This design comes from an exercise in tuning for small area on the open sky130 flow, not from production work.
In this exercise RTL edits were held to simulation tests only and were not proved equivalent to the original.
No activity file was given, so power comes from the tool's default toggle rates.

==> design/flow/design.v <==
`timescale 1ns / 1ps
module button_control(clock,reset,button,mode,vote);
input clock;
input reset;
input button;
input mode;  
output reg vote;  
reg [31:0] counter;
always @(posedge clock)
begin
    if(reset)
    begin
        counter <= 0;
    end
    else
    begin
        if(button && counter <101)
        begin
            counter <= counter + 1;
        end
        else if(!button)
        begin
            counter <= 0;
        end
    end
end
always @(posedge clock)
begin
    if(reset)
    begin
        vote <= 0;
    end
    else
    begin
        if(counter == 100 && !mode)
        begin
            vote <= 1;
        end
        else
        begin
            vote <= 0;
        end
    end
end
endmodule
`timescale 1ns / 1ps
module vote_logger(clock,reset,valid_vote,vote_count_c1,vote_count_c2,vote_count_c3,vote_count_c4);
input clock,reset;
input [3:0] valid_vote;
output reg [7:0] vote_count_c1,vote_count_c2,vote_count_c3,vote_count_c4;
always @(posedge clock)
begin
    if(reset)
    begin
        vote_count_c1 <= 0;
        vote_count_c2 <= 0;
        vote_count_c3 <= 0;
        vote_count_c4 <= 0;
    end
    else
    begin
        if(valid_vote[0])
        begin
            vote_count_c1 <= vote_count_c1 + 1;
        end
        if(valid_vote[1])
        begin
            vote_count_c2 <= vote_count_c2 + 1;
        end
        if(valid_vote[2])
        begin
            vote_count_c3 <= vote_count_c3 + 1;
        end
        if(valid_vote[3])
        begin
            vote_count_c4 <= vote_count_c4 + 1;
        end
    end
end
endmodule
`timescale 1ns / 1ps
module find_winning_vote(clock,reset,vote_count_c1,vote_count_c2,vote_count_c3,vote_count_c4,winner,winning_votes);
input clock,reset;
input [7:0] vote_count_c1,vote_count_c2,vote_count_c3,vote_count_c4;
output reg [7:0] winning_votes;
output reg [3:0] winner;
always@(posedge clock)
begin
    if(reset)
    begin
        winner <= 0;
        winning_votes <= 0;
    end
    else
    begin
        if(vote_count_c1>=vote_count_c2 && vote_count_c1>=vote_count_c3 && vote_count_c1>=vote_count_c4)
        begin
            winner <= 4'b0001;
            winning_votes <= vote_count_c1;
        end
        else if(vote_count_c2>=vote_count_c1 && vote_count_c2>=vote_count_c3 && vote_count_c2>=vote_count_c4)
        begin
            winner <= 4'b0010;
            winning_votes <= vote_count_c2;
        end
        else if(vote_count_c3>=vote_count_c1 && vote_count_c3>=vote_count_c2 && vote_count_c3>=vote_count_c4)
        begin
            winner <= 4'b0100;
            winning_votes <= vote_count_c3;
        end
        else if(vote_count_c4>=vote_count_c1 && vote_count_c4>=vote_count_c2 && vote_count_c4>=vote_count_c3)
        begin
            winner <= 4'b1000;
            winning_votes <= vote_count_c4;
        end
        else
        begin
            winner <= 0;
            winning_votes <= 0;
        end
    end
end
endmodule
`timescale 1ns / 1ps
module display_winning_votes(winning_votes,seven_seg);
input [7:0] winning_votes;
output reg [6:0] seven_seg;
always@ (winning_votes)
begin
case (winning_votes)
    0: seven_seg = 7'b0000001;
    1: seven_seg = 7'b1001111;
    2: seven_seg = 7'b0010010;
    3: seven_seg = 7'b0000111;
    4: seven_seg = 7'b1101101;
    5: seven_seg = 7'b0100110;
    6: seven_seg = 7'b0100000;
    7: seven_seg = 7'b0001111;
    8: seven_seg = 7'b0000000;
    9: seven_seg = 7'b0000100;
    default: seven_seg = 7'b1111111;
endcase
end
endmodule
`timescale 1ns / 1ps
module evm(buttons,clock,reset,mode,winning_led,seven_seg);
    input[3:0] buttons;
    input clock,reset,mode;
    output [3:0] winning_led;
    output [6:0] seven_seg;
    wire [3:0] valid_vote;
    wire [7:0] vote_count_c1;
    wire [7:0] vote_count_c2;
    wire [7:0] vote_count_c3;
    wire [7:0] vote_count_c4;
    wire [7:0] winning_votes;
    button_control b1(
        .button(buttons[0]),
        .clock(clock),
        .reset(reset),
        .mode(mode),
        .vote(valid_vote[0])
    );
    button_control b2(
        .button(buttons[1]),
        .clock(clock),
        .reset(reset),
        .mode(mode),
        .vote(valid_vote[1])
    );
    button_control b3(
        .button(buttons[2]),
        .clock(clock),
        .reset(reset),
        .mode(mode),
        .vote(valid_vote[2])
    );
    button_control b4(
        .button(buttons[3]),
        .clock(clock),
        .reset(reset),
        .mode(mode),
        .vote(valid_vote[3])
    );
    vote_logger vl(clock,reset,valid_vote,vote_count_c1,vote_count_c2,vote_count_c3,vote_count_c4);
    find_winning_vote fwv(
        .clock(clock),
        .reset(reset),
        .vote_count_c1(vote_count_c1),
        .vote_count_c2(vote_count_c2),
        .vote_count_c3(vote_count_c3),
        .vote_count_c4(vote_count_c4),
        .winning_votes(winning_votes),
        .winner(winning_led)
    );
    display_winning_votes dwv(
        .winning_votes(winning_votes),
        .seven_seg(seven_seg)
    );
endmodule
==> design/flow/run.sh <==
#!/bin/bash
# synth_recipe.tcl (not shown) runs the flow's synth.tcl, then flattens the netlist and writes it again
# the make line also repeats each setting of config.mk as NAME=value (left out here)
make -C /OpenROAD-flow-scripts/flow DESIGN_CONFIG=/design/flow/config.mk WORK_HOME=/design/flow/orfs CLKGATE_MAP_FILE= SYNTH_SCRIPT=/design/flow/synth_recipe.tcl finish
==> design/flow/config.mk <==
export PLATFORM = sky130hd
export DESIGN_NAME = evm
export DESIGN_NICKNAME = evm
export VERILOG_FILES = /design/flow/design.v
export SDC_FILE = /design/flow/constraint.sdc
export NUM_CORES = 4
export LEC_CHECK = 0
export CAP_MARGIN = 20
export CORE_MARGIN = 2
export CORE_UTILIZATION = 40
export SLEW_MARGIN = 20
==> design/flow/constraint.sdc <==
create_clock -name core_clock -period 5.0 [get_ports {clock}]
set_input_delay 1.0000 -clock core_clock [delete_from_list [all_inputs] [get_ports {clock}]]
set_output_delay 1.0000 -clock core_clock [all_outputs]
set_load 0.01 [all_outputs]
==> reports/qor.log <==
INFO  yosys          yosys.cell_types.count=52
INFO  floorplanning  top_level_ports=18
INFO  timing         hold_ws=450ps
INFO  cts            post_cts_hold_buffer_count=0
INFO  yosys          synth.cell_area=0.00772mm^2
INFO  yosys          avgSynthCellArea=9.58um^2
INFO  global_route   antenna_found_initial=0
INFO  global_route   grt_pass1_vias=5,048
INFO  final_layout   fin_nets=897
INFO  floorplanning  dieArea=0.0204mm^2
INFO  critical_path  crit_path_start_kind=flip-flop
INFO  floorplanning  rows=50
INFO  yosys          yosys_most_used_dff=dfxtp_1
INFO  worst_hold_path min_path_type=reg2reg
INFO  timing         report.final.setup_viol=0
INFO  yosys          synth_fp_nets=879
INFO  final_layout   syn2layout_area_growth=13.7%
INFO  yosys          synth_top_family_by_area=simple AND/OR/NAND/NOR gates
INFO  floorplanning  initial_core_utilization=41.0%
INFO  cts            clock_insertion_delay_worst_skew=420ps
INFO  place          numPlacedInstances=1,065
INFO  yosys          synthArstFlopShare=0%
INFO  cts            clock_sink_count=179
INFO  critical_path  critical_path_arrival=3900ps
INFO  yosys          synth_seq_area_share=46.4%
INFO  critical_path  critical_path_required=5300ps
INFO  power_and_ir_drop max-vdd-ir-drop=0.225mV
INFO  yosys          muxShareOfSynthArea=1.56%
INFO  yosys          synthesis.yosys.warnings=4
INFO  floorplanning  die-height=143um
INFO  cts            path_clk_slew=70ps
INFO  routing        drt_pass1_iterations=4
INFO  routing        drcViolationCount=0
INFO  final_layout   layout_common_cells=dfxtp_1 (179), and2_1 (100), nor2_1 (71)
INFO  yosys          synth-edff-count=0
INFO  timing         timing.slew.headroom=53.3%
INFO  routing        routedWlPerCell=12.9um
INFO  power_and_ir_drop cellPowerDensity=325mW/mm^2
INFO  routing        drt_iter0_drc=281
INFO  flow_run       maxCapViolCount=0
INFO  timing         final.min_clock_period=3600ps
INFO  power_and_ir_drop total_power=2850uW
INFO  place          io_buffers=17
INFO  final_layout   finalInstanceArea=0.00877mm^2
INFO  global_route   first_pass_grt_wire_length=24,500um
INFO  critical_path  path_max_fanout=9
INFO  final_layout   mostFrequentLayoutCell=dfxtp_1
INFO  timing         finClkSkew=12.2ps
INFO  routing        vias_per_cell=4.81
INFO  cts            htreeDepth=4
INFO  cts            post_cts_setup_buffers=0
INFO  place          dp_hpwl=9970um
INFO  global_route   gr-total-overflow=0
INFO  routing        route.final.wire_length=14,100um
INFO  yosys          synth.ff_latch_count=179
INFO  final_layout   antenna_cells=0
INFO  timing         report.final.hold_viol_count=0
INFO  timing         finalSetupTns=0ps
INFO  yosys          synthSimpleGateAreaFrac=23.3%
INFO  timing         max_freq=278MHz
INFO  place          dpl-instance-area=0.00816mm^2
INFO  cts            cts_root_buffer=clkbuf_16
INFO  floorplanning  core_area=0.0188mm^2
INFO  yosys          synth_xor_area_share=4.08%
INFO  timing         tightest_slew=698ps
INFO  cts            cts_tree=built
INFO  final_layout   drive_above_1_share=6.35%
INFO  yosys          gate_count_after_technology_mapping=806
INFO  critical_path  critical_path.endpoint_type=flip-flop
INFO  critical_path  crit_type=reg2reg
INFO  floorplanning  floorplan.die.width=143um
INFO  yosys          synth_fa_ha_area_share=10.7%
INFO  routing        drtAntennaViolNets=0
INFO  global_route   gr-usage-all-layers=15.0%
INFO  timing         final-max-slew-violation-count=0
INFO  routing        vias=5,267
INFO  power_and_ir_drop leakage=0.00349uW
INFO  timing         grt_setup_unrepaired=false
INFO  cts            cts.path.max_buffers=2
INFO  timing         fin_crit_sh=72.0%
INFO  global_route   grt_max_degree=32
INFO  run_status     result_of_the_run=no timing/DRC/antenna violations
INFO  cts            cts-buffers-inserted=17
INFO  cts            cts_repair_resize_count=0
INFO  yosys          area_fraction_in_compound_gates_after_synthesis=10.7%
INFO  place          place.gp.congestion=0.845
INFO  final_layout   stdcell_count=1,095
worst paths after layout:
path / to / startpoint / slack (ps) / cells after the start
worst max-delay path: flip-flop / vl.vote_count_c4[2] / 1400 / 12
worst max register to register: flip-flop / vl.vote_count_c4[2] / 1400 / 12
worst min-delay path: b3.counter[15] / b3.counter[15] / 450 / 1
worst min register to register: b3.counter[15] / b3.counter[15] / 450 / 1
synthesized netlist by cell type, types with 17 or more instances:
| master | number | share of area, % |
|---|---|---|
| and2_1 | 100 | 8.1 |
| nand4_1 | 30 | 2.4 |
| dfxtp_1 | 179 | 46 |
| clkbuf_1 | 17 | 0.83 |
| a21oi_1 | 37 | 2.4 |
| xnor2_1 | 23 | 2.6 |
| nand2_1 | 40 | 1.9 |
| nor4_1 | 23 | 1.9 |
| inv_1 | 44 | 2.1 |
| o21ai_0 | 23 | 1.5 |
| ha_1 | 66 | 11 |
| nor2_1 | 71 | 3.5 |
stage by stage:
stage | utilization (%) | worst slack, ps
after floorplan | - | 1870
after global placement | 43.3 | 1510
after detailed placement | 43.3 | 1420
after CTS | 46.6 | 1390
after global routing | 46.6 | 1040
final | 46.6 | 1400
routing by layer:
metal  global-route usage [%]  share of wire (%)
met5                        0                  0
met3                     3.55                3.2
met4                     5.00                1.3
met2                     21.7                 41
met1                     21.8                 54
cell families (layout without fill, tap and decap cells):
| kind of cell | Yosys count | after routing |
|---|---|---|
| XOR/XNOR | 36 | 36 |
| buffers and inverters | 66 | 95 |
| flip-flops | 179 | 179 |
| AO/OA/AOI/OAI | 114 | 114 |
| multiplexers | 12 | 12 |
| AND/OR/NAND/NOR | 333 | 333 |
| adder cells (fa/ha/maj) | 66 | 66 |
cell type report:
type	count	area, um^2
Sequential cell	179	3580
Clock inverter	12	180
Tap cell	260	325
Clock buffer	18	429
Fill cell	1753	10100
Inverter	44	165
Timing Repair Buffer	21	195
Multi-Input combinational cell	561	3890
report_power, final:
group	switching, uW	leakage, uW	internal (uW)
combinational	27.6	0.00175	13.9
clock	541	0.000298	835
sequential	4.10	0.00144	1430
total	573	0.00349	2280
critical path, stage by stage, from the launching register on:
cell and delay (ps):
dfxtp_1 470, inv_1 120, ha_1 320, and4_1 230, o31ai_2 190, a22oi_1 170
a2111oi_4 670, a221oi_1 190, o2bb2ai_1 380, inv_1 160, ha_1 290, nor3_1 240
a21oi_1 60
flip-flops by register name, indices dropped and copies added (netlist names), named ones only:
name	cells
b1.counter	32
b2.counter	32
b3.counter	32
b4.counter	32
vl.vote_count_c1	8
vl.vote_count_c2	8
vl.vote_count_c3	8
vl.vote_count_c4	8
fwv.winner	4
fwv.winning_votes	4
b1.vote	1
b2.vote	1
b3.vote	1
b4.vote	1

-- separate check: timing with driven ports --
In the flow no input, the clock included, has a driving cell. The finished layout below was timed again as built, in two steps. Step 1 sets driving cells, clkbuf_16 on the clock port and buf_2 on the other inputs (assumed; they add their load-dependent delay and slew). Step 2 also shifts input and output timing later by t, the mid clock arrival at the registers, as if the neighbouring blocks saw the same clock. Slacks: no drivers / after step 1 / after step 2; pairs: no drivers / after step 1.
shift t [ns]: 0.459
slack for setup (ns): 1.398 / 1.398 / 1.398
hold WS [ns]: 0.450 / 0.450 / 0.450
slew at the worst register clock pin (ns): 0.07 / 0.07
worst slew at a driven data input, ns: 0.03
After both steps setup and hold are still met in this run. For this run, drivers alone change the setup slack by 0.000 ns; drivers and shift together by 0.000 ns.
